Background: an optimization exercise with open tools, aiming at small area. Do not read the settings as production practice. Only simulation tests tie the RTL to the original design; equivalence was not proved. The flow treats the clock pin as an ideal source. Dropping or thinning the clock tree relies on that and would not hold on a real chip.

`flow/design.v`:
```
module fa(input a, input b, input ci, output s, output co);
assign s = a ^ b ^ ci;
assign co = (a & b) | (a & ci) | (b & ci);
endmodule
module ha(input a, input b, output s, output co);
assign s = a ^ b;
assign co = a & b;
endmodule
module filter_lut(output [11:0] filtop,
                  input  [7:0]  x,
                  input         clk);
reg [7:0] x1, x2, x3;
always @(posedge clk) begin
  x1 <= x;
  x2 <= x1;
  x3 <= x2;
end
wire c1 = x1 >= 8'd205;   
wire c0 = x  >= 8'd137;   
wire s1, c2;
ha u_s1 (.a(x3[0]), .b(x2[0]), .s(s1), .co(c2));
wire s3, c4;
fa u_s3 (.a(x3[1]), .b(x2[1]), .ci(c2), .s(s3), .co(c4));
wire s5, c6;
fa u_s5 (.a(x3[0]), .b(x3[2]), .ci(x2[2]), .s(s5), .co(c6));
wire s7, c8;
ha u_s7 (.a(s5), .b(c4), .s(s7), .co(c8));
wire s9, c10;
fa u_s9 (.a(x2[0]), .b(x3[1]), .ci(x3[3]), .s(s9), .co(c10));
wire s11, c12;
fa u_s11 (.a(x2[3]), .b(c6), .ci(s9), .s(s11), .co(c12));
wire s13, c14;
ha u_s13 (.a(c8), .b(s11), .s(s13), .co(c14));
wire s15, c16;
fa u_s15 (.a(x2[1]), .b(x3[2]), .ci(x3[4]), .s(s15), .co(c16));
wire s17, c18;
fa u_s17 (.a(x2[4]), .b(c10), .ci(s15), .s(s17), .co(c18));
wire s19, c20;
fa u_s19 (.a(c12), .b(s17), .ci(c14), .s(s19), .co(c20));
wire s21, c22;
fa u_s21 (.a(x2[2]), .b(x3[3]), .ci(x3[5]), .s(s21), .co(c22));
wire s23, c24;
fa u_s23 (.a(x2[5]), .b(c16), .ci(s21), .s(s23), .co(c24));
wire s25, c26;
fa u_s25 (.a(c18), .b(s23), .ci(c20), .s(s25), .co(c26));
wire s27, c28;
fa u_s27 (.a(x2[3]), .b(x3[4]), .ci(x3[6]), .s(s27), .co(c28));
wire s29, c30;
fa u_s29 (.a(x2[6]), .b(c22), .ci(s27), .s(s29), .co(c30));
wire s31, c32;
fa u_s31 (.a(c24), .b(s29), .ci(c26), .s(s31), .co(c32));
wire s33, c34;
fa u_s33 (.a(x2[4]), .b(x3[5]), .ci(x3[7]), .s(s33), .co(c34));
wire s35, c36;
fa u_s35 (.a(x2[7]), .b(c28), .ci(s33), .s(s35), .co(c36));
wire s37, c38;
fa u_s37 (.a(c30), .b(s35), .ci(c32), .s(s37), .co(c38));
wire s39, c40;
fa u_s39 (.a(x2[5]), .b(x3[6]), .ci(c34), .s(s39), .co(c40));
wire s41, c42;
fa u_s41 (.a(c36), .b(s39), .ci(c38), .s(s41), .co(c42));
wire s43, c44;
fa u_s43 (.a(x2[6]), .b(x3[7]), .ci(c40), .s(s43), .co(c44));
wire s45, c46;
ha u_s45 (.a(s43), .b(c42), .s(s45), .co(c46));
wire s47 = x2[7] ^ c44 ^ c46;
wire s48, c49;
ha u_s48 (.a(x1[0]), .b(x1[2]), .s(s48), .co(c49));
wire s50, c51;
fa u_s50 (.a(x1[1]), .b(x1[3]), .ci(c49), .s(s50), .co(c51));
wire s52, c53;
ha u_s52 (.a(s50), .b(x[0]), .s(s52), .co(c53));
wire s54, c55;
fa u_s54 (.a(x1[2]), .b(x1[4]), .ci(c51), .s(s54), .co(c55));
wire s56, c57;
fa u_s56 (.a(s54), .b(x[1]), .ci(c53), .s(s56), .co(c57));
wire s58, c59;
fa u_s58 (.a(x1[3]), .b(x1[5]), .ci(c55), .s(s58), .co(c59));
wire s60, c61;
fa u_s60 (.a(s58), .b(x[2]), .ci(c57), .s(s60), .co(c61));
wire s62, c63;
fa u_s62 (.a(x1[4]), .b(x1[6]), .ci(c59), .s(s62), .co(c63));
wire s64, c65;
fa u_s64 (.a(x[3]), .b(s62), .ci(c61), .s(s64), .co(c65));
wire s66, c67;
fa u_s66 (.a(x1[5]), .b(x1[7]), .ci(x[4]), .s(s66), .co(c67));
wire s68, c69;
fa u_s68 (.a(c63), .b(s66), .ci(c65), .s(s68), .co(c69));
wire s70, c71;
fa u_s70 (.a(x1[6]), .b(x[5]), .ci(c67), .s(s70), .co(c71));
wire s72, c73;
ha u_s72 (.a(s70), .b(c69), .s(s72), .co(c73));
wire s74, c75;
fa u_s74 (.a(x1[7]), .b(x[6]), .ci(c71), .s(s74), .co(c75));
wire s76, c77;
ha u_s76 (.a(s74), .b(c73), .s(s76), .co(c77));
wire s78, c79;
fa u_s78 (.a(x[7]), .b(c75), .ci(c77), .s(s78), .co(c79));
wire nn1 = ~x1[0];
wire nn2 = ~x1[1];
wire nn3 = ~s48;
wire nn4 = ~s52;
wire nn5 = ~s56;
wire nn6 = ~s60;
wire nn7 = ~s64;
wire nn8 = ~s68;
wire nn9 = ~s72;
wire nn10 = ~s76;
wire nn11 = ~s78;
wire nn12 = ~c79;
wire s80, c81;
ha u_s80 (.a(s1), .b(x[0]), .s(s80), .co(c81));
wire s82, c83;
fa u_s82 (.a(nn1), .b(s3), .ci(x[1]), .s(s82), .co(c83));
wire s84 = ~(c81 ^ s82);
wire c85 = c81 | s82;
wire s86, c87;
fa u_s86 (.a(nn2), .b(s7), .ci(x[2]), .s(s86), .co(c87));
wire s88, c89;
fa u_s88 (.a(c83), .b(s86), .ci(c85), .s(s88), .co(c89));
wire s90, c91;
fa u_s90 (.a(nn3), .b(s13), .ci(x[3]), .s(s90), .co(c91));
wire s92, c93;
fa u_s92 (.a(c87), .b(s90), .ci(c89), .s(s92), .co(c93));
wire s94, c95;
fa u_s94 (.a(x[4]), .b(s19), .ci(nn4), .s(s94), .co(c95));
wire s96, c97;
fa u_s96 (.a(c91), .b(s94), .ci(c93), .s(s96), .co(c97));
wire s98, c99;
fa u_s98 (.a(x[5]), .b(s25), .ci(c95), .s(s98), .co(c99));
wire s100, c101;
fa u_s100 (.a(nn5), .b(s98), .ci(c97), .s(s100), .co(c101));
wire s102, c103;
fa u_s102 (.a(x[6]), .b(s31), .ci(c99), .s(s102), .co(c103));
wire s104, c105;
fa u_s104 (.a(nn6), .b(s102), .ci(c101), .s(s104), .co(c105));
wire s106, c107;
fa u_s106 (.a(x[7]), .b(s37), .ci(c103), .s(s106), .co(c107));
wire s108, c109;
fa u_s108 (.a(nn7), .b(s106), .ci(c105), .s(s108), .co(c109));
wire s110, c111;
fa u_s110 (.a(s41), .b(c107), .ci(nn8), .s(s110), .co(c111));
wire s112, c113;
ha u_s112 (.a(s110), .b(c109), .s(s112), .co(c113));
wire s114, c115;
fa u_s114 (.a(s45), .b(nn9), .ci(c111), .s(s114), .co(c115));
wire s116, c117;
ha u_s116 (.a(s114), .b(c113), .s(s116), .co(c117));
wire s118, c119;
fa u_s118 (.a(s47), .b(nn10), .ci(c115), .s(s118), .co(c119));
wire s120, c121;
ha u_s120 (.a(s118), .b(c117), .s(s120), .co(c121));
wire s122, c123;
fa u_s122 (.a(c1), .b(c0), .ci(nn11), .s(s122), .co(c123));
wire s124, c125;
fa u_s124 (.a(c119), .b(s122), .ci(c121), .s(s124), .co(c125));
wire s126 = nn12 ^ c123 ^ c125;
wire [10:0] L = {s120, s116, s112, s108, s104, s100, s96, s92, s88, s84, s80};
wire neg = s126;   
wire [10:0] lor;   
assign lor[0] = L[0];
genvar i;
generate for (i = 1; i < 11; i = i + 1) begin : g_or
  assign lor[i] = lor[i-1] | L[i];
end endgenerate
wire [10:0] mag = L ^ ({lor[9:0], 1'b0} & {11{neg}});
assign filtop = {neg | (~lor[10] & (x != 8'd0)), mag};
endmodule
```
`flow/config.mk`:
```
export PLATFORM = sky130hd
export DESIGN_NAME = filter_lut
export DESIGN_NICKNAME = filter_lut
export VERILOG_FILES = /design/flow/design.v
export SDC_FILE = /design/flow/constraint.sdc
export NUM_CORES = 4
export LEC_CHECK = 0
export CAP_MARGIN = 20
export CORE_MARGIN = 2
export CORE_UTILIZATION = 40
export CTS_BUF_LIST = sky130_fd_sc_hd__clkbuf_4 sky130_fd_sc_hd__clkbuf_8
export GPL_TIMING_DRIVEN = 0
export SLEW_MARGIN = 20
export SYNTH_HIERARCHICAL = 1
export SYNTH_MINIMUM_KEEP_SIZE = 0
```
`flow/standard.sh`:
```
#!/bin/bash
# synth_recipe.tcl (not shown) runs the flow's synth.tcl, then flattens the netlist and writes it again
# the make line also repeats each setting of config.mk as NAME=value (left out here)
make -C /OpenROAD-flow-scripts/flow DESIGN_CONFIG=/design/flow/config.mk WORK_HOME=/design/flow/orfs CLKGATE_MAP_FILE= SYNTH_SCRIPT=/design/flow/synth_recipe.tcl "${@:-finish}"
```
`flow/constraint.sdc`:
```
create_clock -name core_clock -period 10.0 [get_ports {clk}]
set_input_delay 2.0000 -clock core_clock [delete_from_list [all_inputs] [get_ports {clk}]]
set_output_delay 2.0000 -clock core_clock [all_outputs]
set_load 0.01 [all_outputs]
```
`flow/flow/run.sh`:
```
#!/bin/bash
# The standard ORFS layout (standard.sh), except that the port buffers that
# buffer_ports inserts on every input and output use the smallest buffer cell
# (buf_1) instead of the delay-buffer cell it picks by default.
set -euo pipefail
export BUFFER_PORTS_ARGS="-buffer_cell sky130_fd_sc_hd__buf_1"
bash standard.sh > standard.log 2>&1
```
==> results of run 1 <==
## logic make-up after synthesis
kind of cell,Yosys count,synth area share (%)
simple gates,14,4.43
compound gates,10,3.74
fa+ha+maj,62,57.9
buf+inv,17,3.42
xor+xnor,14,6.21
flops,24,24.3
## per-module statistics from Yosys (local to each module, per instance)
module	flip-flops and latches	cells inside	times used
fa	0	1	49
filter_lut	24	80	1
ha	0	1	12
## metrics by stage
stage / cells / worst slack [ns] / utilization, %
after floorplan: 141 / 1.16 / -
after global placement: 228 / 0.620 / 44.9
after detailed placement: 228 / 0.475 / 44.9
after CTS: 232 / 0.463 / 46.1
after global routing: 232 / 0.171 / 46.1
final: 232 / 0.528 / 46.1
## synth_stat cells (2+ instances only)
cell type | n | area share [%]
o21ai_1 | 2 | 0.51
or3_1 | 3 | 0.95
nor4_1 | 2 | 0.63
nand2_1 | 4 | 0.76
xnor2_1 | 13 | 5.8
ha_1 | 13 | 8.2
fa_1 | 49 | 50
inv_1 | 15 | 2.8
o21ai_0 | 2 | 0.51
o31ai_1 | 2 | 0.76
a21oi_1 | 2 | 0.51
dfxtp_1 | 24 | 24
## registers in the layout, indices dropped and copies added (netlist names)
signal	flops
x2	8
x3	8
x1	8
## layout make-up
| type | count | area [sq um] |
|---|---|---|
| Timing Repair Buffer | 20 | 75.1 |
| Multi-Input combinational cell | 100 | 1430 |
| Fill cell | 466 | 2560 |
| Sequential cell | 24 | 480 |
| Clock buffer | 4 | 55.1 |
| Buffer | 2 | 11.3 |
| Inverter | 15 | 56.3 |
| Tap cell | 67 | 83.8 |
## worst max-delay path, cell delays in order
cell and delay, ns:
buf_1 0.20, fa_1 0.46, inv_1 0.07, ha_1 0.13, inv_1 0.05, fa_1 0.38
fa_1 0.39, fa_1 0.39, fa_1 0.38, fa_1 0.38, fa_1 0.38, ha_1 0.19
ha_1 0.18, ha_1 0.19, fa_1 0.38, xor2_1 0.16, xnor2_1 0.22, clkbuf_1 0.40
o21ai_0 0.20, xnor2_1 0.16, buf_1 0.17
## metal layers
| layer | wire length (um) | part of all wire [%] |
|---|---|---|
| met5 | 0 | 0 |
| met4 | 45 | 1.3 |
| met3 | 125 | 3.7 |
| met2 | 1830 | 55 |
| met1 | 1360 | 40 |
## worst max path at each step
stage	cells past startpoint	endpoint	startpoint	slack, ns
2_1_floorplan	19	filtop[2]	x[1]	1.16
3_3_place_gp	21	filtop[2]	x[1]	0.62
3_5_place_dp	21	filtop[2]	x[1]	0.48
4_1_cts	21	filtop[2]	x[1]	0.46
5_1_grt	21	filtop[2]	x[1]	0.17
6_report	21	filtop[2]	x[1]	0.53
==> impl_metrics.json, run 1 <==
{
  "nNetsFinal": 237,
  "antenna_cells": 0,
  "synth_area_per_cell_sq_um": 14.0,
  "r2r_start": "x1[3]$_DFF_P_",
  "r2r_end": "x2[3]$_DFF_P_",
  "drtPass1Iterations": 4,
  "grt_max_degree": 14,
  "clock-root-buffer": "clkbuf_8",
  "synth_cell_types": 22,
  "cp.arrival_ns": 7.47,
  "die_y_um": 74.3,
  "gp_congestion": 0.839,
  "maxCapViolCount": 0,
  "track_usage_pct": 15.1,
  "postCtsHoldBufs": 0,
  "critPathMaxFanout": 10,
  "use_met2_pct": 27.7,
  "fmax_mhz": 106,
  "antenna_found_initial": 0,
  "grt_pass1_vias": 1361,
  "cts_tree": "done",
  "fin_crit_ns": 9.47,
  "fp.coreArea_sq_um": 4750,
  "wl_per_cell_um": 14.5,
  "cts_buffers": 3,
  "timing.reg2reg.setup_slack_ns": 9.44,
  "async_flop_share_pct": 0,
  "busiest_layer": "met2",
  "viasPerCell": 4.72,
  "cts_resized": 0,
  "tightestPinTransition_ns": 0.451,
  "min_path_type": "reg2reg",
  "cts_setup_buffers": 0,
  "clock_skew_ns": 0.00147,
  "finalCritPeriodShare_pct": 94.7,
  "h-tree-depth": 1,
  "hpwlAfterDp_um": 3110,
  "critPathKind": "in2out",
  "synth_flop_cell": "dfxtp_1",
  "maxSlewViolCount": 0,
  "outcome": "timing/DRC/antenna clean",
  "start_util_pct": 41.6,
  "die-area_sq_um": 5520,
  "clk_latency_ns": 0.27,
  "cp-start-kind": "input pin",
  "layout_commonest_cell": "fa_1",
  "syn_to_final_growth_pct": 10.8,
  "grt_pass1_wl_um": 6110,
  "netlist_area_sq_um": 1980,
  "slew_headroom_pct": 70.0,
  "drive_above_1_share_pct": 4.85,
  "pin_count": 21,
  "place_area_sq_um": 2130,
  "drt_iter0_markers": 31,
  "hold_viol_final": 0,
  "ant_nets": 0,
  "met1_usage_pct": 18.2,
  "cp-end-kind": "output port",
  "ys_seq_area_share_pct": 24.3,
  "ys_ff_latch": 24,
  "whs_path_depth": 0,
  "wl_um": 3360,
  "fin_area_sq_um": 2190,
  "rows": 25,
  "cts_sinks": 24,
  "rsz0062_at_grt": "no",
  "tns_ns": 0,
  "final_cell_mix": "49 x fa_1, 24 x dfxtp_1, 20 x buf_1",
  "clockBufferDepth": 2,
  "die_x_um": 74.3,
  "drc_errors": 0,
  "ys_warn_count": 7,
  "hp-start": "x1[0]$_DFF_P_",
  "overflow": 0,
  "setup_viol": 0,
  "clk_pin_slew_worst_paths_ns": 0.08,
  "io_buffers": 20,
  "required_ns": 8.00,
  "via_count": 1094,
  "syn_inst": 141,
  "use_met3_pct": 3.25,
  "hold_end": "x2[0]$_DFF_P_",
  "reg2reg_depth": 0,
  "hold_slack_ns": 0.405,
  "synth_enable_flop_cells": 0
}
==> run 2, diff against run 1 <==
--- a/flow/config.mk
+++ b/flow/config.mk
@@ -9,5 +9,4 @@
 export CORE_MARGIN = 2
 export CORE_UTILIZATION = 40
-export CTS_BUF_LIST = sky130_fd_sc_hd__clkbuf_4 sky130_fd_sc_hd__clkbuf_8
 export GPL_TIMING_DRIVEN = 0
 export SLEW_MARGIN = 20
==> run 2 against run 1 <==
Net effect:
- die area unchanged
- design area unchanged
- global-route usage unchanged
- cell count unchanged
- still clean
- worst setup slack unchanged
- critical path depth unchanged
- first-iteration DRC count unchanged
- register-to-register slack about the same
==> impl_metrics.json, run 2 <==
{
  "antenna_found_initial": 0,
  "cts_buffers": 3,
  "hold_viol_final": 0,
  "cp-end-kind": "output port",
  "die-area_sq_um": 5520,
  "required_ns": 8.00,
  "syn_to_final_growth_pct": 10.8,
  "die_x_um": 74.3,
  "largestRegisters": "x1 (8), x2 (8), x3 (8)",
  "ant_nets": 0,
  "via_count": 1094,
  "fin_area_sq_um": 2190,
  "h-tree-depth": 1,
  "start_util_pct": 41.6,
  "synth_top_cell_area_share_pct": 49.7,
  "clock-root-buffer": "clkbuf_8",
  "drt_iter0_markers": 31,
  "nNetsFinal": 237,
  "pin_count": 21,
  "tns_ns": 0,
  "maxCapViolCount": 0,
  "cts_setup_buffers": 0,
  "die_y_um": 74.3,
  "cts_tree": "done",
  "reg2reg_depth": 0,
  "rsz0062_at_grt": "no",
  "ys_seq_area_share_pct": 24.3,
  "tightestPinTransition_ns": 0.451,
  "synthAdderAreaFrac_pct": 57.9,
  "endpoint": "filtop[2]",
  "drc_errors": 0,
  "synth_area_per_cell_sq_um": 14.0,
  "cp-start-kind": "input pin",
  "syn_inst": 141,
  "synth_simple_gate_area_share_pct": 4.43,
  "netlist_area_sq_um": 1980,
  "synth_flop_cell": "dfxtp_1",
  "grt_pass1_vias": 1361,
  "synthMuxAreaShare_pct": 0,
  "critPathMaxFanout": 10,
  "finalCritPeriodShare_pct": 94.7,
  "wl_um": 3360,
  "layout_commonest_cell": "fa_1",
  "gp_congestion": 0.839,
  "postCtsHoldBufs": 0,
  "drive_above_1_share_pct": 4.85,
  "critPathKind": "in2out",
  "cts_sinks": 24,
  "ys_ff_latch": 24,
  "r2r_start": "x1[3]$_DFF_P_",
  "overflow": 0,
  "place_area_sq_um": 2130,
  "clockBufferDepth": 2,
  "viasPerCell": 4.72,
  "synth_enable_flop_cells": 0,
  "r2r_end": "x2[3]$_DFF_P_",
  "cp.arrival_ns": 7.47,
  "clock_skew_ns": 0.00147,
  "fin_crit_ns": 9.47,
  "synth_compound_area_share_pct": 3.74,
  "cts_resized": 0,
  "drtPass1Iterations": 4,
  "synth_cell_types": 22,
  "min_path_type": "reg2reg",
  "setup_viol": 0,
  "maxSlewViolCount": 0,
  "synthTopCellsByArea": "fa_1 50%, dfxtp_1 24%, ha_1 8.2%",
  "fmax_mhz": 106,
  "synth_xor_xnor_area_share_pct": 6.21,
  "wl_per_cell_um": 14.5,
  "clk_latency_ns": 0.27,
  "synthTopCellsByCount": "49 x fa_1, 24 x dfxtp_1, 15 x inv_1",
  "timing.reg2reg.setup_slack_ns": 9.44,
  "final_cell_mix": "49 x fa_1, 24 x dfxtp_1, 20 x buf_1",
  "synth_area_leader_cell": "fa_1",
  "antenna_cells": 0,
  "hpwlAfterDp_um": 3110,
  "slew_headroom_pct": 70.0,
  "clk_pin_slew_worst_paths_ns": 0.08,
  "fp.coreArea_sq_um": 4750,
  "io_buffers": 20,
  "synth_most_common_cell": "fa_1",
  "grt_max_degree": 14,
  "rows": 25,
  "grt_pass1_wl_um": 6110,
  "synth_top_family_by_area": "adder cells",
  "outcome": "timing/DRC/antenna clean",
  "ys_warn_count": 7,
  "track_usage_pct": 15.1,
  "crit_path_start": "x[1]",
  "async_flop_share_pct": 0
}
-- run 2: worst min-delay path by stage --
stage,start,to,slack (ns),cells past startpoint
4_1_cts,x1[0]$_DFF_P_,x2[0]$_DFF_P_,0.41,0
2_1_floorplan,x1[0]$_DFF_P_,x2[0]$_DFF_P_,0.37,0
6_report,x1[0]$_DFF_P_,x2[0]$_DFF_P_,0.41,0
5_1_grt,x1[0]$_DFF_P_,x2[0]$_DFF_P_,0.43,0
3_5_place_dp,x1[0]$_DFF_P_,x2[0]$_DFF_P_,0.39,0
3_3_place_gp,x2[0]$_DFF_P_,x3[0]$_DFF_P_,0.40,0
-- run 2: kinds of logic after synthesis --
group | count (synthesis)
AOI/OAI and AO/OA | 10
xor gates and xnor gates | 14
buffers and inverters | 17
DFF | 24
and+or+nand+nor | 14
adders and majority gates | 62
-- run 2: metrics by stage --
stage	worst slack, ns	instances	utilization [%]	hold slack (ns)
after floorplan	1.16	141	-	0.368
after global placement	0.620	228	44.9	0.396
after detailed placement	0.475	228	44.9	0.393
after CTS	0.463	232	46.1	0.407
after global routing	0.171	232	46.1	0.425
final	0.528	232	46.1	0.405
-- run 2: modules after synthesis, one instance, submodules excluded --
module	flops+latches	cells inside	copies in the design
ha	0	1	12
filter_lut	24	80	1
fa	0	1	49
-- run 2: layout make-up --
type	count	area [sq um]
fillers	466	2560
multi-input cells	100	1430
flip-flops and latches	24	480
well taps	67	83.8
repair buffers	20	75.1
inverters	15	56.3
clock buffers	4	55.1
plain buffers	2	11.3
-- run 2: routing by layer --
layer  vias to the layer above  GRT usage (%)  wire [um]
met5                         -              0          0
met1                       570           18.2       1360
li1                        495              -          -
met3                         6           3.25        125
met2                        23           27.7       1830
met4                         0           3.57         45
-- run 2: critical path, cell delays in order --
cell and delay [ns]:
buf_1 0.20, fa_1 0.46, inv_1 0.07, ha_1 0.13
inv_1 0.05, fa_1 0.38, fa_1 0.39, fa_1 0.39
fa_1 0.38, fa_1 0.38, fa_1 0.38, ha_1 0.19
ha_1 0.18, ha_1 0.19, fa_1 0.38, xor2_1 0.16
xnor2_1 0.22, clkbuf_1 0.40, o21ai_0 0.20, xnor2_1 0.16
buf_1 0.17
==> run 3, diff against run 2 <==
==> flow/flow/run.sh (replaced) <==
#!/bin/bash
# The standard ORFS layout (standard.sh) with three changes:
#  - the port buffers that buffer_ports puts on every input and output use the
#    smallest buffer cell (buf_1) instead of the delay-buffer cell it picks by
#    default;
#  - the buffers ABC inserted are removed at floorplan (REMOVE_ABC_BUFFERS);
#  - after floorplan, cells that ABC upsized are set back to their smallest
#    drive strength (flow/downsize.tcl); later repair steps size up as needed.
set -euo pipefail
here=$(pwd)
export BUFFER_PORTS_ARGS="-buffer_cell sky130_fd_sc_hd__buf_1"
export REMOVE_ABC_BUFFERS=1
export POST_FLOORPLAN_TCL="$here/flow/downsize.tcl"
bash standard.sh > standard.log 2>&1
==> flow/flow/downsize.tcl (new file) <==
# POST_FLOORPLAN hook: give every combinational cell that synthesis (ABC)
# upsized the smallest cell of the same function (same name, lowest drive
# strength), and let the later repair steps size up what timing needs.
set n 0
foreach inst [get_cells *] {
  set master [get_property $inst ref_name]
  if { ![regexp {^(sky130_fd_sc_hd__[a-z0-9]+)_([0-9]+)$} $master -> base drive] } { continue }
  if { [regexp {df|dl|sdf|edf|clk|conb|tap|fill|decap} $base] } { continue }
  set best $master
  set best_area [get_property [get_lib_cells */$master] area]
  foreach d {0 1 2} {
    if { $d >= $drive } { break }
    set cand ${base}_$d
    set lc [get_lib_cells -quiet */$cand]
    if { [llength $lc] == 0 } { continue }
    set a [get_property $lc area]
    if { $a < $best_area } { set best $cand; set best_area $a }
  }
  if { $best ne $master } {
    puts "downsize [get_full_name $inst]: $master -> $best"
    replace_cell $inst $best
    incr n
  }
}
puts "downsized $n cells"
==> run 3 against run 2 <==
Net effect:
- hold slack better by 0.0063 ns
- core utilization down 0.82 points
- first-iteration DRC count shrank 16%
- wire length decreased by 7.2%
- cell count is 1.3% lower
- synthesized area unchanged
- clock-buffer cell count is 1 lower
- non-clock buffer count down 2
- largest cell class unchanged
==> impl_metrics.json, run 3 <==
{
  "largestRegisters": "x1 (8), x2 (8), x3 (8)",
  "min_path_type": "reg2reg",
  "clockBufferDepth": 2,
  "ys_warn_count": 7,
  "critPathKind": "in2out",
  "final_cell_mix": "49 x fa_1, 24 x dfxtp_1, 20 x buf_1",
  "rows": 25,
  "setup_viol": 0,
  "slew_headroom_pct": 66.4,
  "synth_xor_xnor_area_share_pct": 6.21,
  "synthMuxAreaShare_pct": 0,
  "critPathMaxFanout": 11,
  "stdcell_count": 229,
  "ant_nets": 0,
  "synth_compound_area_share_pct": 3.74,
  "die-area_sq_um": 5520,
  "tightestPinTransition_ns": 0.501,
  "syn_inst": 141,
  "ys_seq_area_share_pct": 24.3,
  "outcome": "timing/DRC/antenna clean",
  "synth_enable_flop_cells": 0,
  "syn_to_final_growth_pct": 8.87,
  "synth_top_cell_area_share_pct": 49.7,
  "io_buffers": 20,
  "synth_area_leader_cell": "fa_1",
  "hold_viol_final": 0,
  "cp-end-kind": "output port",
  "hold_slack_ns": 0.412,
  "cts_sinks": 24,
  "maxSlewViolCount": 0,
  "rsz0062_at_grt": "no",
  "start_util_pct": 41.6,
  "clock_skew_ns": 0.00431,
  "grt_max_degree": 13,
  "hp-start": "x2[0]$_DFF_P_",
  "ys_ff_latch": 24,
  "clk_pin_slew_worst_paths_ns": 0.08,
  "drive_above_1_share_pct": 2.47,
  "fmax_mhz": 107,
  "grt_pass1_wl_um": 5750,
  "pin_count": 21,
  "drt_iter0_markers": 26,
  "h-tree-depth": 1,
  "cts_tree": "done",
  "drc_errors": 0,
  "drtPass1Iterations": 3,
  "nNetsFinal": 235,
  "required_ns": 8.00,
  "synthTopCellsByArea": "fa_1 50%, dfxtp_1 24%, ha_1 8.2%",
  "cts_buffers": 3,
  "preCtsSetupSlack_ns": 0.335,
  "fp.coreArea_sq_um": 4750,
  "clk_latency_ns": 0.26,
  "track_usage_pct": 14.4,
  "synthTopCellsByCount": "49 x fa_1, 24 x dfxtp_1, 15 x inv_1",
  "netlist_area_sq_um": 1980,
  "finalCritPeriodShare_pct": 93.1,
  "grt_pass1_vias": 1225,
  "reg2reg_depth": 0,
  "synth_area_per_cell_sq_um": 14.0,
  "die_x_um": 74.3,
  "synth_most_common_cell": "fa_1",
  "layout_setup_ws_ns": 0.689,
  "fin_crit_ns": 9.31,
  "layout_commonest_cell": "fa_1",
  "viasPerCell": 4.62,
  "synthAdderAreaFrac_pct": 57.9,
  "maxCapViolCount": 0,
  "tns_ns": 0,
  "whs_path_depth": 0,
  "async_flop_share_pct": 0,
  "clock-root-buffer": "clkbuf_8",
  "wl_um": 3120,
  "gp_congestion": 0.831,
  "synth_cell_types": 22,
  "via_count": 1058,
  "synth_simple_gate_area_share_pct": 4.43,
  "wl_per_cell_um": 13.6,
  "r2r_start": "x1[6]$_DFF_P_",
  "antenna_cells": 0,
  "antenna_found_initial": 0,
  "crit_path_start": "x[1]",
  "synth_top_family_by_area": "adder cells",
  "overflow": 0,
  "die_y_um": 74.3,
  "hpwlAfterDp_um": 2910,
  "synth_flop_cell": "dfxtp_1",
  "placed_cells": 226,
  "cp-start-kind": "input pin",
  "fin_util_pct": 45.2,
  "cp.arrival_ns": 7.31
}
-- run 3: area by class of cell --
type	instances	area (sq um)
fill	460	2600
multi-input combinational	100	1410
sequential	24	480
tap	67	83.8
timing repair buffer	20	75.1
inverter	15	56.3
clock buffer	3	41.3
-- run 3: worst max-delay path, stage by stage --
cell	delay, ns
buf_1	0.19
fa_1	0.44
inv_1	0.07
ha_1	0.14
inv_1	0.05
fa_1	0.37
fa_1	0.39
fa_1	0.39
fa_1	0.39
fa_1	0.39
fa_1	0.38
ha_1	0.19
ha_1	0.18
ha_1	0.19
fa_1	0.37
xor2_1	0.18
xnor2_2	0.42
o21ai_0	0.22
xnor2_1	0.18
buf_1	0.16
-- run 3: through the flow --
step	instance area, sq um
3_5_place_dp	2100
5_1_grt	2150
2_1_floorplan	1960
6_report	2150
4_1_cts	2140
3_3_place_gp	2100
-- run 3: modules after synthesis, one instance, submodules excluded --
module      cell area, sq um  flops+latches
ha                      12.5              0
filter_lut               845             24
fa                      20.0              0
-- run 3: routing by layer --
metal	track usage, %	routed length, um
met5	0	0
met4	4.56	56
met2	24.2	1630
met1	18.2	1300
met3	4.34	124
-- run 3: timing repair --
item / CTS / global route
setup buffers: 0 / 0
hold buffers: 0 / 0
endpoints found under the setup margin: 0 / 2
gates resized for setup: 0 / 1
-- run 3: path summary, 6_finish.rpt --
kind                    to  slack (ns)
max reg2reg  x2[6]$_DFF_P_        9.47
min          x3[0]$_DFF_P_        0.41
min reg2reg  x3[0]$_DFF_P_        0.41
max              filtop[2]        0.69
-- run 3: logic make-up (layout without fill, tap and decap cells) --
kind of cell             Yosys count  in the layout
adder cells (fa/ha/maj)           62             62
flip-flops                        24             24
buffers and inverters             17             38
XOR/XNOR                          14             14
AND/OR/NAND/NOR                   14             14
AO/OA/AOI/OAI                     10             10
==> run 4, diff against run 3 <==
==> flow/flow/run.sh (replaced) <==
#!/bin/bash
# The standard ORFS layout (standard.sh) with these changes:
#  - the port buffers that buffer_ports puts on every input and output use the
#    smallest buffer cell (buf_1) instead of the delay-buffer cell it picks by
#    default;
#  - the buffers ABC inserted are removed at floorplan (REMOVE_ABC_BUFFERS);
#  - after floorplan, cells that ABC upsized are set back to their smallest
#    drive strength (flow/downsize.tcl); later repair steps size up as needed;
#  - the clock tree (24 flip-flops) is one clkbuf_16 driven by the clock port
#    (flow/onebuf.tcl, after CTS) instead of a root and two leaf buffers.
set -euo pipefail
here=$(pwd)
export BUFFER_PORTS_ARGS="-buffer_cell sky130_fd_sc_hd__buf_1"
export REMOVE_ABC_BUFFERS=1
export POST_FLOORPLAN_TCL="$here/flow/downsize.tcl"
export CTS_ARGS="-sink_clustering_enable -repair_clock_nets -dont_use_dummy_load"
export POST_CTS_TCL="$here/flow/onebuf.tcl"
bash standard.sh > standard.log 2>&1
==> flow/flow/onebuf.tcl (new file) <==
# POST_CTS hook.
# Collapse the clock tree CTS built into one buffer: every flip-flop clock pin
# is moved to the output of the root buffer, the other clock buffers (and any
# dummy loads) are deleted, and the root buffer is sized to drive them all.
set block [ord::get_db_block]
set clkport [$block findBTerm clk]
set rootnet [$clkport getNet]
set root ""
foreach it [$rootnet getITerms] {
  if { [$it isInputSignal] } { set root [$it getInst] }
}
set n_roots 0
foreach it [$rootnet getITerms] { incr n_roots }
puts "clock port feeds $n_roots pins; root buffer [$root getName] ([[$root getMaster] getName])"
set rootout ""
foreach it [$root getITerms] {
  if { [$it isOutputSignal] } { set rootout [$it getNet] }
}
# walk the tree below the root
set bufs {}
set sinks {}
set todo [list $rootout]
while { [llength $todo] } {
  set net [lindex $todo 0]
  set todo [lrange $todo 1 end]
  foreach it [$net getITerms] {
    if { [$it isOutputSignal] } { continue }
    set inst [$it getInst]
    set m [[$inst getMaster] getName]
    if { [string match "*clkbuf*" $m] || [string match "*clkinv*" $m] } {
      lappend bufs $inst
      foreach o [$inst getITerms] {
        if { [$o isOutputSignal] && [$o getNet] ne "NULL" } { lappend todo [$o getNet] }
      }
    } else {
      lappend sinks $it
    }
  }
}
puts "tree: [llength $bufs] buffers below the root, [llength $sinks] sinks"
foreach it $sinks {
  if { [$it getNet] ne $rootout } {
    $it disconnect
    $it connect $rootout
  }
}
foreach inst $bufs {
  set nets {}
  foreach o [$inst getITerms] {
    if { [$o isOutputSignal] && [$o getNet] ne "NULL" } { lappend nets [$o getNet] }
  }
  odb::dbInst_destroy $inst
  foreach net $nets {
    if { [llength [$net getITerms]] == 0 } { odb::dbNet_destroy $net }
  }
}
replace_cell [get_cells [$root getName]] sky130_fd_sc_hd__clkbuf_16
detailed_placement
estimate_parasitics -placement
set mx 0
foreach p [get_pins -hierarchical */CLK] {
  set s [get_property $p slew_max]
  if { $s > $mx } { set mx $s }
}
puts "one clock buffer: largest flip-flop clock-pin slew $mx"
--- a/flow/config.mk
+++ b/flow/config.mk
@@ -8,5 +8,5 @@
 export CAP_MARGIN = 20
 export CORE_MARGIN = 2
-export CORE_UTILIZATION = 40
+export CORE_UTILIZATION = 60
 export GPL_TIMING_DRIVEN = 0
 export SLEW_MARGIN = 20
==> run 4 against run 3 <==
Net effect:
- clock-buffer cell count is 2 lower
- hold slack worse by 0.0095 ns
- highest routed layer unchanged
- global-route usage is 5.9 points higher
- maximum frequency is 1.7% lower
- core utilization is 22 points higher
- critical path depth stayed put
- cell count is 11% lower
- register-to-register slack hardly changed
- worst setup slack worse by 0.16 ns
- die area is 32% lower
==> impl_metrics.json, run 4 <==
{
  "outcome": "timing/DRC/antenna clean",
  "die-area_sq_um": 3770,
  "ys_ff_latch": 24,
  "clock_skew_ns": 0.00128,
  "r2r_end": "x3[4]$_DFF_P_",
  "preCtsSetupSlack_ns": 0.488,
  "netlist_area_sq_um": 1980,
  "clk_pin_slew_worst_paths_ns": 0.09,
  "fin_area_sq_um": 2100,
  "drc_errors": 0,
  "via_count": 1069,
  "setup_viol": 0,
  "pin_count": 21,
  "fin_crit_ns": 9.47,
  "viasPerCell": 5.24,
  "wl_um": 2860,
  "synthTopCellsByArea": "fa_1 50%, dfxtp_1 24%, ha_1 8.2%",
  "synth_enable_flop_cells": 0,
  "rows": 20,
  "fin_util_pct": 67.6,
  "layout_setup_ws_ns": 0.531,
  "min_path_type": "reg2reg",
  "critPathKind": "in2out",
  "r2r_start": "x2[4]$_DFF_P_",
  "drive_above_1_share_pct": 0.625,
  "ys_seq_area_share_pct": 24.3,
  "cp.arrival_ns": 7.47,
  "stdcell_count": 204,
  "final_cell_mix": "49 x fa_1, 24 x dfxtp_1, 20 x buf_1",
  "synth_area_per_cell_sq_um": 14.0,
  "wl_per_cell_um": 14.0,
  "timing.reg2reg.setup_slack_ns": 9.47,
  "slew_headroom_pct": 49.5,
  "ys_warn_count": 7,
  "required_ns": 8.00,
  "antenna_found_initial": 0,
  "slowest_stage": "xnor2_1",
  "overflow": 0,
  "die_y_um": 61.4,
  "die_x_um": 61.4,
  "maxSlewViolCount": 0,
  "start_util_pct": 63.7,
  "cp-start-kind": "input pin",
  "critPathMaxFanout": 11,
  "layout_commonest_cell": "fa_1",
  "largestRegisters": "x1 (8), x2 (8), x3 (8)",
  "tightestPinTransition_ns": 0.752,
  "gp_congestion": 0.749,
  "clk_latency_ns": 0.15,
  "whs_path_depth": 0,
  "ant_nets": 0,
  "top_layer": "met4",
  "route.met3.wl_um": 133,
  "synthTopCellsByCount": "49 x fa_1, 24 x dfxtp_1, 15 x inv_1",
  "nNetsFinal": 233,
  "hold_slack_ns": 0.402,
  "grt_pass1_wl_um": 5040,
  "tns_ns": 0,
  "track_usage_pct": 20.4,
  "reg2reg_depth": 0,
  "crit_path_start": "x[1]",
  "slowest_delay_ns": 0.60,
  "antenna_cells": 0,
  "placed_cells": 203,
  "hold_end": "x3[0]$_DFF_P_",
  "maxCapViolCount": 0,
  "hold_viol_final": 0,
  "finalCritPeriodShare_pct": 94.7,
  "synth_area_leader_cell": "fa_1",
  "synth_flop_cell": "dfxtp_1",
  "hpwlAfterDp_um": 2710,
  "syn_to_final_growth_pct": 6.21,
  "io_buffers": 20,
  "met1Wirelength_um": 1160,
  "critical_path.cell_chain": "buf_1, fa_1, inv_1, ha_1, inv_1, fa_1, fa_1, fa_1, fa_1, fa_1, fa_1, ha_1, ha_1, ha_1, fa_1, xor2_1, xnor2_1, o21ai_0, xnor2_1, buf_1",
  "dr_wl_met2_um": 1540,
  "rsz0062_at_grt": "no",
  "fmax_mhz": 106,
  "drt_iter0_markers": 71,
  "crit_top_cell": "fa_1",
  "place_area_sq_um": 2070,
  "grt_max_degree": 25,
  "syn_inst": 141,
  "drtPass1Iterations": 7,
  "grt_pass1_vias": 1125,
  "cp-end-kind": "output port",
  "synth_cell_types": 22,
  "synth_top_cell_area_share_pct": 49.7,
  "synth_most_common_cell": "fa_1",
  "hp-start": "x2[0]$_DFF_P_",
  "fp.coreArea_sq_um": 3100,
  "async_flop_share_pct": 0,
  "cts_sinks": 24
}
-- run 4: cell counts after synthesis --
Identical to the previous run, type by type.
-- run 4: critical path, delay by kind of cell --
kind	cells	cell delay [ns]
XOR/XNOR	3	0.96
adder cells (fa/ha/maj)	12	3.79
AO/OA/AOI/OAI	1	0.24
buffers and inverters	4	0.46
-- run 4: per-module statistics from Yosys, one instance, submodules excluded --
module / cell area (sq um) / flops+latches
fa: 20.0 / 0
ha: 12.5 / 0
filter_lut: 845 / 24
-- run 4: final cells by class --
cell class                      count  area, sq um
Clock buffer                        1         25.0
Fill cell                         265         1000
Inverter                           15         56.3
Multi-Input combinational cell    100         1410
Sequential cell                    24          480
Tap cell                           44         55.1
Timing Repair Buffer               20         75.1
-- run 4: cell families after synthesis --
| kind of cell | Yosys count | synth area share (%) |
|---|---|---|
| buffers and inverters | 17 | 3.42 |
| and+or+nand+nor | 14 | 4.43 |
| DFF | 24 | 24.3 |
| AOI/OAI and AO/OA | 10 | 3.74 |
| xor gates and xnor gates | 14 | 6.21 |
| adders and majority gates | 62 | 57.9 |
-- run 4: worst max path at each step --
stage | endpoint | slack [ns] | cells after the start
global route | filtop[2] | 0.13 | 20
detailed placement | filtop[2] | 0.49 | 20
finish | filtop[2] | 0.53 | 20
floorplan | filtop[2] | 1.01 | 18
global placement | filtop[5] | 0.60 | 20
-- run 4: layer usage --
layer | GRT usage, % | up-vias
li1 | - | 485
met1 | 28.8 | 545
met3 | 2.31 | 4
met2 | 35.6 | 35
met4 | 2.74 | 0
met5 | 0 | -
==> run 5, diff against run 4 <==
--- a/flow/config.mk
+++ b/flow/config.mk
@@ -8,5 +8,5 @@
 export CAP_MARGIN = 20
 export CORE_MARGIN = 2
-export CORE_UTILIZATION = 60
+export CORE_UTILIZATION = 75
 export GPL_TIMING_DRIVEN = 0
 export SLEW_MARGIN = 20
==> run 5 against run 4 <==
Net effect:
- critical path depth stayed put
- wire length is 24% higher
- first-iteration DRC count is 9.9% higher
- clock skew is 0.00053 ns lower
- via count is 7.9% higher
- synthesized cell count stayed put
- cell count is 6.9% lower
- sequential share of layout area is 0.11 points higher
- register-to-register slack hardly changed
- critical path type unchanged
==> impl_metrics.json, run 5 <==
{
  "outcome": "timing/DRC/antenna clean",
  "ys_warn_count": 7,
  "drt_iter0_markers": 78,
  "synth_compound_area_share_pct": 3.74,
  "track_usage_pct": 29.5,
  "wl_um": 3550,
  "grt_pass1_vias": 1329,
  "hold_viol_final": 0,
  "synth_area_leader_cell": "fa_1",
  "maxSlewViolCount": 0,
  "ant_nets": 0,
  "cp.arrival_ns": 7.46,
  "crit_top_cell": "fa_1",
  "synth_xor_xnor_area_share_pct": 6.21,
  "async_flop_share_pct": 0,
  "synthMuxAreaShare_pct": 0,
  "fin_crit_ns": 9.46,
  "fmax_mhz": 106,
  "fp.coreArea_sq_um": 2480,
  "tightestPinTransition_ns": 0.493,
  "nFillCells": 138,
  "grt_pass1_wl_um": 6290,
  "via_count": 1153,
  "ys_seq_area_share_pct": 24.3,
  "synth_most_common_cell": "fa_1",
  "nNetsFinal": 233,
  "pin_count": 21,
  "die-area_sq_um": 3060,
  "tns_ns": 0,
  "critPathKind": "in2out",
  "synth_top_family_by_area": "adder cells",
  "synth_top_cell_area_share_pct": 49.7,
  "whs_path_depth": 0,
  "rsz0062_at_grt": "no",
  "critPathMaxFanout": 11,
  "min_path_type": "reg2reg",
  "clk_latency_ns": 0.15,
  "drive_above_1_share_pct": 1.25,
  "slowest_delay_ns": 0.46,
  "setup_viol": 0,
  "cp-end-kind": "output port",
  "syn_to_final_growth_pct": 5.70,
  "drc_errors": 0,
  "gp_congestion": 0.806,
  "slew_headroom_pct": 66.9,
  "hpwlAfterDp_um": 3130,
  "synth_enable_flop_cells": 0,
  "slowest_stage": "fa_1",
  "viasPerCell": 6.07,
  "grt_max_degree": 25,
  "layout_commonest_cell": "fa_1",
  "ys_ff_latch": 24,
  "clock_skew_ns": 0.000753,
  "required_ns": 8.00,
  "die_x_um": 55.3,
  "syn_inst": 141,
  "start_util_pct": 79.7,
  "synth_area_per_cell_sq_um": 14.0,
  "overflow": 0,
  "finalCritPeriodShare_pct": 94.6,
  "cp-start-kind": "input pin",
  "synthAdderAreaFrac_pct": 57.9,
  "die_y_um": 55.3,
  "clk_pin_slew_worst_paths_ns": 0.09,
  "cts_sinks": 24,
  "final_cell_mix": "49 x fa_1, 24 x dfxtp_1, 20 x buf_1",
  "synthTopCellsByArea": "fa_1 50%, dfxtp_1 24%, ha_1 8.2%",
  "io_buffers": 20,
  "maxCapViolCount": 0,
  "synth_flop_cell": "dfxtp_1",
  "synthTopCellsByCount": "49 x fa_1, 24 x dfxtp_1, 15 x inv_1",
  "largestRegisters": "x1 (8), x2 (8), x3 (8)",
  "antenna_cells": 0,
  "critical_path.cell_chain": "buf_1, fa_1, inv_1, ha_1, inv_1, fa_1, fa_1, fa_1, fa_1, fa_1, fa_1, ha_1, ha_1, ha_1, fa_1, xor2_1, xnor2_2, o21ai_0, xnor2_1, buf_1",
  "rows": 18,
  "layout_setup_ws_ns": 0.537,
  "antenna_found_initial": 0,
  "reg2reg_depth": 0,
  "preCtsSetupSlack_ns": 0.263,
  "synth_cell_types": 22,
  "drtPass1Iterations": 4,
  "netlist_area_sq_um": 1980,
  "wl_per_cell_um": 18.7,
  "synth_simple_gate_area_share_pct": 4.43
}
==> run 5: changes by cell type in the layout (fill, tap and decap cells not counted) <==
cell,delta
xnor2_2,+1
xnor2_1,-1
==> run 5: logic make-up (layout without fill, tap and decap cells) <==
| group | count (synthesis) | count (layout) |
|---|---|---|
| DFF | 24 | 24 |
| and+or+nand+nor | 14 | 14 |
| AOI/OAI and AO/OA | 10 | 10 |
| xor gates and xnor gates | 14 | 14 |
| buffers and inverters | 17 | 36 |
| adders and majority gates | 62 | 62 |
==> run 5: layout make-up <==
class                   instances  area, sq um  share of cell area, %
well taps                      30         37.5                   1.80
multi-input cells             100         1410                   67.7
clock buffers                   1         25.0                   1.20
inverters                      15         56.3                   2.70
flip-flops and latches         24          480                   23.0
repair buffers                 20         75.1                   3.59
==> run 5: layer usage <==
metal / track usage, % / vias to the layer above / routed length (um)
li1: - / 485 / -
met1: 40.2 / 596 / 1250
met2: 51.0 / 62 / 2010
met3: 2.81 / 10 / 179
met4: 8.71 / 0 / 114
met5: 0 / - / 0
==> run 5: worst paths after layout <==
| check | startpoint | end | slack, ns |
|---|---|---|---|
| setup / recovery | x[1] | filtop[5] | 0.54 |
| hold / removal | x2[0]$_DFF_P_ | x3[0]$_DFF_P_ | 0.41 |
| setup reg to reg | x1[3]$_DFF_P_ | x2[3]$_DFF_P_ | 9.46 |
| hold reg to reg | x2[0]$_DFF_P_ | x3[0]$_DFF_P_ | 0.41 |
==> run 5: modules after synthesis, one instance, submodules excluded <==
module	copies in the design	flip-flops and latches
fa	49	0
filter_lut	1	24
ha	12	0
==> run 5: critical path: cells and delay by family <==
kind / cells / cell delay, ns
buffers and inverters: 4 / 0.52
xor gates and xnor gates: 3 / 0.85
AOI/OAI and AO/OA: 1 / 0.24
adders and majority gates: 12 / 3.86
==> run 5: metrics by stage <==
stage                     hold slack [ns]  std cells  util (%)  cell area, sq um
after floorplan                     0.368        139         -              1960
after global placement              0.388        189      83.0              2060
after detailed placement            0.400        189      83.0              2060
after global routing                0.429        190      84.3              2090
final                               0.411        190      84.3              2090
==> run 6, diff against run 5 <==
--- a/flow/config.mk
+++ b/flow/config.mk
@@ -8,6 +8,7 @@
 export CAP_MARGIN = 20
 export CORE_MARGIN = 2
-export CORE_UTILIZATION = 75
+export CORE_UTILIZATION = 40
 export GPL_TIMING_DRIVEN = 0
+export SETUP_SLACK_MARGIN = -0.3
 export SLEW_MARGIN = 20
 export SYNTH_HIERARCHICAL = 1
==> run 6 against run 5 <==
Net effect:
- still clean
- core utilization decreased by 40 points
- first-iteration DRC count increased by 9.0%
- maximum frequency decreased by 1.4%
- non-clock buffer count unchanged
- cell count increased by 19%
- register-to-register slack about the same
- sequential share of layout area decreased by 0.42 points
- die area increased by 80%
- synthesized area unchanged
- design area increased by 1.9%
- critical path type unchanged
- largest cell class unchanged
- highest routed layer unchanged
==> impl_metrics.json, run 6 <==
{
  "outcome": "timing/DRC/antenna clean",
  "r2r_end": "x2[6]$_DFF_P_",
  "slowest_stage": "xnor2_1",
  "hold_end": "x3[0]$_DFF_P_",
  "r2r_start": "x1[6]$_DFF_P_",
  "maxCapViolCount": 0,
  "syn_to_final_growth_pct": 7.66,
  "fin_util_pct": 44.7,
  "die_y_um": 74.3,
  "cp.arrival_ns": 7.59,
  "drt_iter0_markers": 85,
  "critPathBufInv": 4,
  "layout_commonest_cell": "fa_1",
  "required_ns": 8.00,
  "synth_most_common_cell": "fa_1",
  "drive_above_1_share_pct": 0.625,
  "cp_top_family": "adder cells",
  "synth_area_per_cell_sq_um": 14.0,
  "cts_sinks": 24,
  "cp-end-kind": "output port",
  "hp-start": "x2[0]$_DFF_P_",
  "whs_path_depth": 0,
  "hold_viol_final": 0,
  "preCtsSetupSlack_ns": 0.335,
  "die-area_sq_um": 5520,
  "placed_cells": 226,
  "timing.reg2reg.setup_slack_ns": 9.47,
  "final_cell_mix": "49 x fa_1, 24 x dfxtp_1, 20 x buf_1",
  "drc_errors": 0,
  "synth_area_leader_cell": "fa_1",
  "grt_pass1_wl_um": 5710,
  "netlist_area_sq_um": 1980,
  "crit_top_cell": "fa_1",
  "grt_max_degree": 25,
  "syn_inst": 141,
  "finalCritPeriodShare_pct": 95.9,
  "hpwlAfterDp_um": 2910,
  "via_count": 1075,
  "synth_cell_types": 22,
  "critical_path.cell_chain": "buf_1, fa_1, inv_1, ha_1, inv_1, fa_1, fa_1, fa_1, fa_1, fa_1, fa_1, ha_1, ha_1, ha_1, fa_1, xor2_1, xnor2_1, o21ai_0, xnor2_1, buf_1",
  "wl_per_cell_um": 13.7,
  "async_flop_share_pct": 0,
  "ant_nets": 0,
  "clk_latency_ns": 0.15,
  "overflow": 0,
  "synthTopCellsByCount": "49 x fa_1, 24 x dfxtp_1, 15 x inv_1",
  "nFillCells": 465,
  "critPathKind": "in2out",
  "grt_pass1_vias": 1208,
  "viasPerCell": 4.74,
  "min_path_type": "reg2reg",
  "ys_seq_area_share_pct": 24.3,
  "layout_setup_ws_ns": 0.406,
  "antenna_cells": 0,
  "synth_top_cell_area_share_pct": 49.7,
  "die_x_um": 74.3,
  "track_usage_pct": 15.3,
  "fin_crit_ns": 9.59,
  "tightestPinTransition_ns": 0.815,
  "maxSlewViolCount": 0,
  "slowest_delay_ns": 0.65,
  "reg2reg_depth": 0,
  "ys_ff_latch": 24,
  "slew_headroom_pct": 45.2,
  "nNetsFinal": 233,
  "ys_warn_count": 7,
  "wl_um": 3110,
  "pin_count": 21,
  "clock_skew_ns": 0.000948,
  "start_util_pct": 41.6,
  "clk_pin_slew_worst_paths_ns": 0.09,
  "synth_flop_cell": "dfxtp_1",
  "fmax_mhz": 104,
  "antenna_found_initial": 0,
  "rows": 25,
  "synth_enable_flop_cells": 0,
  "synthTopCellsByArea": "fa_1 50%, dfxtp_1 24%, ha_1 8.2%",
  "critPathMaxFanout": 11,
  "largestRegisters": "x1 (8), x2 (8), x3 (8)",
  "gp_congestion": 0.831,
  "drtPass1Iterations": 4,
  "fp.coreArea_sq_um": 4750,
  "setup_viol": 0,
  "stdcell_count": 227,
  "io_buffers": 20,
  "cp-start-kind": "input pin"
}
==> run 6: changes by cell type in the layout (fill, tap and decap cells not counted) <==
cell and change:
xnor2_2 -1, xnor2_1 +1
==> run 6: worst max-delay path by stage <==
stage / cells after the start / startpoint / slack [ns] / endpoint
6_report: 20 / x[1] / 0.41 / filtop[2]
5_1_grt: 20 / x[1] / -0.1 / filtop[2]
3_5_place_dp: 20 / x[1] / 0.33 / filtop[2]
3_3_place_gp: 20 / x[1] / 0.54 / filtop[2]
2_1_floorplan: 18 / x[1] / 1.01 / filtop[2]
==> run 6: modules after synthesis (local to each module, per instance) <==
module | cell area [sq um] | flops+latches | cells inside | times used
fa | 20.0 | 0 | 1 | 49
ha | 12.5 | 0 | 1 | 12
filter_lut | 845 | 24 | 80 | 1
==> run 6: per-stage QoR <==
stage	area, sq um	hold WS (ns)	TNS (ns)
after global routing	2130	0.430	-0.117
after floorplan	1960	0.368	0
after detailed placement	2100	0.408	0
after global placement	2100	0.395	0
final	2130	0.414	0
==> run 6: kinds of logic after synthesis <==
logic type                 count (synthesis)  synth area share, %
AOI/OAI and AO/OA                         10                 3.74
xor gates and xnor gates                  14                 6.21
adders and majority gates                 62                 57.9
buffers and inverters                     17                 3.42
DFF                                       24                 24.3
and+or+nand+nor                           14                 4.43
==> run 6: cell type report <==
type | instances | area (sq um) | share of cell area, %
Multi-Input combinational cell | 100 | 1410 | 66.1
Tap cell | 67 | 83.8 | 3.94
Timing Repair Buffer | 20 | 75.1 | 3.53
Sequential cell | 24 | 480 | 22.6
Inverter | 15 | 56.3 | 2.65
Clock buffer | 1 | 25.0 | 1.18
==> run 6: metal layers <==
metal / wire [um] / share of wire, % / GRT usage [%]
met2: 1650 / 53 / 26.4
met5: 0 / 0 / 0
met4: 40 / 1.3 / 2.78
met3: 149 / 4.8 / 2.30
met1: 1280 / 41 / 20.9
==> run 7, diff against run 6 <==
--- a/flow/config.mk
+++ b/flow/config.mk
@@ -10,5 +10,4 @@
 export CORE_UTILIZATION = 40
 export GPL_TIMING_DRIVEN = 0
-export SETUP_SLACK_MARGIN = -0.3
 export SLEW_MARGIN = 20
 export SYNTH_HIERARCHICAL = 1
==> run 7 against run 6 <==
Net effect:
- worst setup slack gained 0.28 ns
- die area is the same
- sequential cell count is the same
- still clean on timing, DRC and antenna
- synthesized cell count is the same
- non-clock buffer count is the same
- cell count is the same
- clock skew is essentially flat
==> impl_metrics.json, run 7 <==
{
  "drive_above_1_share_pct": 1.25,
  "layout_setup_ws_ns": 0.682,
  "critPathKind": "in2out",
  "preCtsSetupSlack_ns": 0.335,
  "synthTopCellsByArea": "fa_1 50%, dfxtp_1 24%, ha_1 8.2%",
  "setup_viol": 0,
  "fin_crit_ns": 9.32,
  "outcome": "timing/DRC/antenna clean",
  "ys_seq_area_share_pct": 24.3,
  "antenna_cells": 0,
  "regArea_sq_um": 480,
  "track_usage_pct": 15.3,
  "drtPass1Iterations": 4,
  "grt_max_degree": 25,
  "tns_ns": 0,
  "use_met2_pct": 26.4,
  "clock_skew_ns": 0.000928,
  "critPathMaxFanout": 11,
  "crit_path_start": "x[1]",
  "pin_count": 21,
  "rsz0062_at_grt": "no",
  "synth_flop_cell": "dfxtp_1",
  "stdcell_count": 227,
  "fmax_mhz": 107,
  "cp.arrival_ns": 7.32,
  "multi_input_area_sq_um": 1410,
  "hold_slack_ns": 0.414,
  "required_ns": 8.00,
  "die_y_um": 74.3,
  "endpoint": "filtop[2]",
  "synth_most_common_cell": "fa_1",
  "clk_latency_ns": 0.15,
  "gp_congestion": 0.831,
  "viasPerCell": 4.74,
  "maxSlewViolCount": 0,
  "fin_area_sq_um": 2130,
  "die_x_um": 74.3,
  "cp-end-kind": "output port",
  "finalCritPeriodShare_pct": 93.2,
  "wl_um": 3150,
  "grt_pass1_wl_um": 5710,
  "clk_pin_slew_worst_paths_ns": 0.09,
  "synth_enable_flop_cells": 0,
  "slew_headroom_pct": 66.4,
  "r2r_start": "x1[6]$_DFF_P_",
  "wl_per_cell_um": 13.9,
  "busiest_layer": "met2",
  "drc_errors": 0,
  "hpwlAfterDp_um": 2910,
  "async_flop_share_pct": 0,
  "cp-start-kind": "input pin",
  "synth_area_per_cell_sq_um": 14.0,
  "ys_warn_count": 7,
  "syn_inst": 141,
  "placed_cells": 226,
  "met1_usage_pct": 20.9,
  "final_cell_mix": "49 x fa_1, 24 x dfxtp_1, 20 x buf_1",
  "via_count": 1076,
  "hp-start": "x2[0]$_DFF_P_",
  "synth_top_cell_area_share_pct": 49.7,
  "cts_sinks": 24,
  "r2r_end": "x2[6]$_DFF_P_",
  "use_met3_pct": 2.30,
  "netlist_area_sq_um": 1980,
  "fp.coreArea_sq_um": 4750,
  "fin_util_pct": 44.9,
  "largestRegisters": "x1 (8), x2 (8), x3 (8)",
  "layout_commonest_cell": "fa_1",
  "nNetsFinal": 233,
  "ys_ff_latch": 24,
  "maxCapViolCount": 0,
  "antenna_found_initial": 0,
  "hold_viol_final": 0,
  "synth_cell_types": 22,
  "drt_iter0_markers": 85,
  "timing.reg2reg.setup_slack_ns": 9.46,
  "io_buffers": 20,
  "nFillCells": 465,
  "start_util_pct": 41.6,
  "grt_pass1_vias": 1208,
  "rows": 25,
  "ant_nets": 0,
  "syn_to_final_growth_pct": 8.04,
  "die-area_sq_um": 5520,
  "synth_area_leader_cell": "fa_1",
  "tightestPinTransition_ns": 0.501,
  "reg2reg_depth": 0,
  "place_area_sq_um": 2100,
  "synthTopCellsByCount": "49 x fa_1, 24 x dfxtp_1, 15 x inv_1",
  "min_path_type": "reg2reg",
  "overflow": 0
}
[run 7: cell counts after synthesis]
No cell type changed its count.
[run 7: worst min path at each step]
stage	endpoint	slack, ns	cells past startpoint
floorplan	x2[0]$_DFF_P_	0.37	0
global placement	x3[0]$_DFF_P_	0.40	0
detailed placement	x3[0]$_DFF_P_	0.41	0
global route	x3[0]$_DFF_P_	0.43	0
finish	x3[0]$_DFF_P_	0.41	0
[run 7: layout make-up]
type | count | area share [%]
clock buffers | 1 | 1.17
flip-flops and latches | 24 | 22.5
repair buffers | 20 | 3.52
well taps | 67 | 3.93
multi-input cells | 100 | 66.2
inverters | 15 | 2.64
[run 7: cells by family (layout without fill, tap and decap cells)]
kind of cell	after synthesis	in the layout	share of synthesized area, %
AO/OA/AOI/OAI	10	10	3.74
XOR/XNOR	14	14	6.21
adder cells (fa/ha/maj)	62	62	57.9
buffers and inverters	17	36	3.42
flip-flops	24	24	24.3
AND/OR/NAND/NOR	14	14	4.43
[run 7: worst max-delay path: stages]
cell	delay, ns
buf_1	0.20
fa_1	0.45
inv_1	0.07
ha_1	0.14
inv_1	0.05
fa_1	0.37
fa_1	0.39
fa_1	0.39
fa_1	0.39
fa_1	0.39
fa_1	0.38
ha_1	0.19
ha_1	0.18
ha_1	0.19
fa_1	0.37
xor2_1	0.18
xnor2_2	0.42
o21ai_0	0.22
xnor2_1	0.18
buf_1	0.16
[run 7: metal layers]
layer  share of wire (%)  up-vias  wire length [um]
met5                   0        -                 0
met4                 1.3        0                40
met3                 4.7        4               149
met2                  53       29              1680
met1                  40      558              1270
li1                    -      485                 -
[run 7: modules after synthesis, one instance, submodules excluded]
module / cells / flip-flops and latches
filter_lut: 80 / 24
ha: 1 / 0
fa: 1 / 0

==> static timing again, ports no longer ideal <==
In the flow no input, the clock included, has a driving cell. The finished layouts below were timed again as built, in two steps. Step 1 assumes that a clkbuf_16 drives the clock port and a buf_2 every other input. Step 2 adds t to the input delays and takes it off the output delays; t is the mean of the earliest and latest rising clock arrival at the registers after step 1. Input paths then give back, and output paths get back, about the clock's delay inside the block. Slacks: ideal / step 1 / step 2; pairs: ideal / step 1.
run	shift t [ns]	setup WS [ns]	hold WS [ns]	worst setup path after step 2	worst register clock-pin slew, ns
run 1	0.288	0.528 / 0.500 / 0.500	0.405 / 0.405 / 0.405	input to output	0.08 / 0.08
run 2	0.288	0.528 / 0.500 / 0.500	0.405 / 0.405 / 0.405	input to output	0.08 / 0.08
run 3	0.285	0.689 / 0.665 / 0.665	0.412 / 0.412 / 0.412	input to output	0.08 / 0.08
run 4	0.174	0.531 / 0.508 / 0.508	0.402 / 0.402 / 0.402	input to output	0.09 / 0.09
run 5	0.176	0.537 / 0.508 / 0.508	0.411 / 0.411 / 0.411	input to output	0.09 / 0.09
run 6	0.179	0.406 / 0.383 / 0.383	0.414 / 0.414 / 0.414	input to output	0.09 / 0.09
run 7	0.179	0.682 / 0.659 / 0.659	0.414 / 0.414 / 0.414	input to output	0.09 / 0.09
After both steps every run listed still meets setup and hold. The setup slack of run 5, which loses most, moves by -0.029 ns with the drivers and by -0.029 ns with both steps.
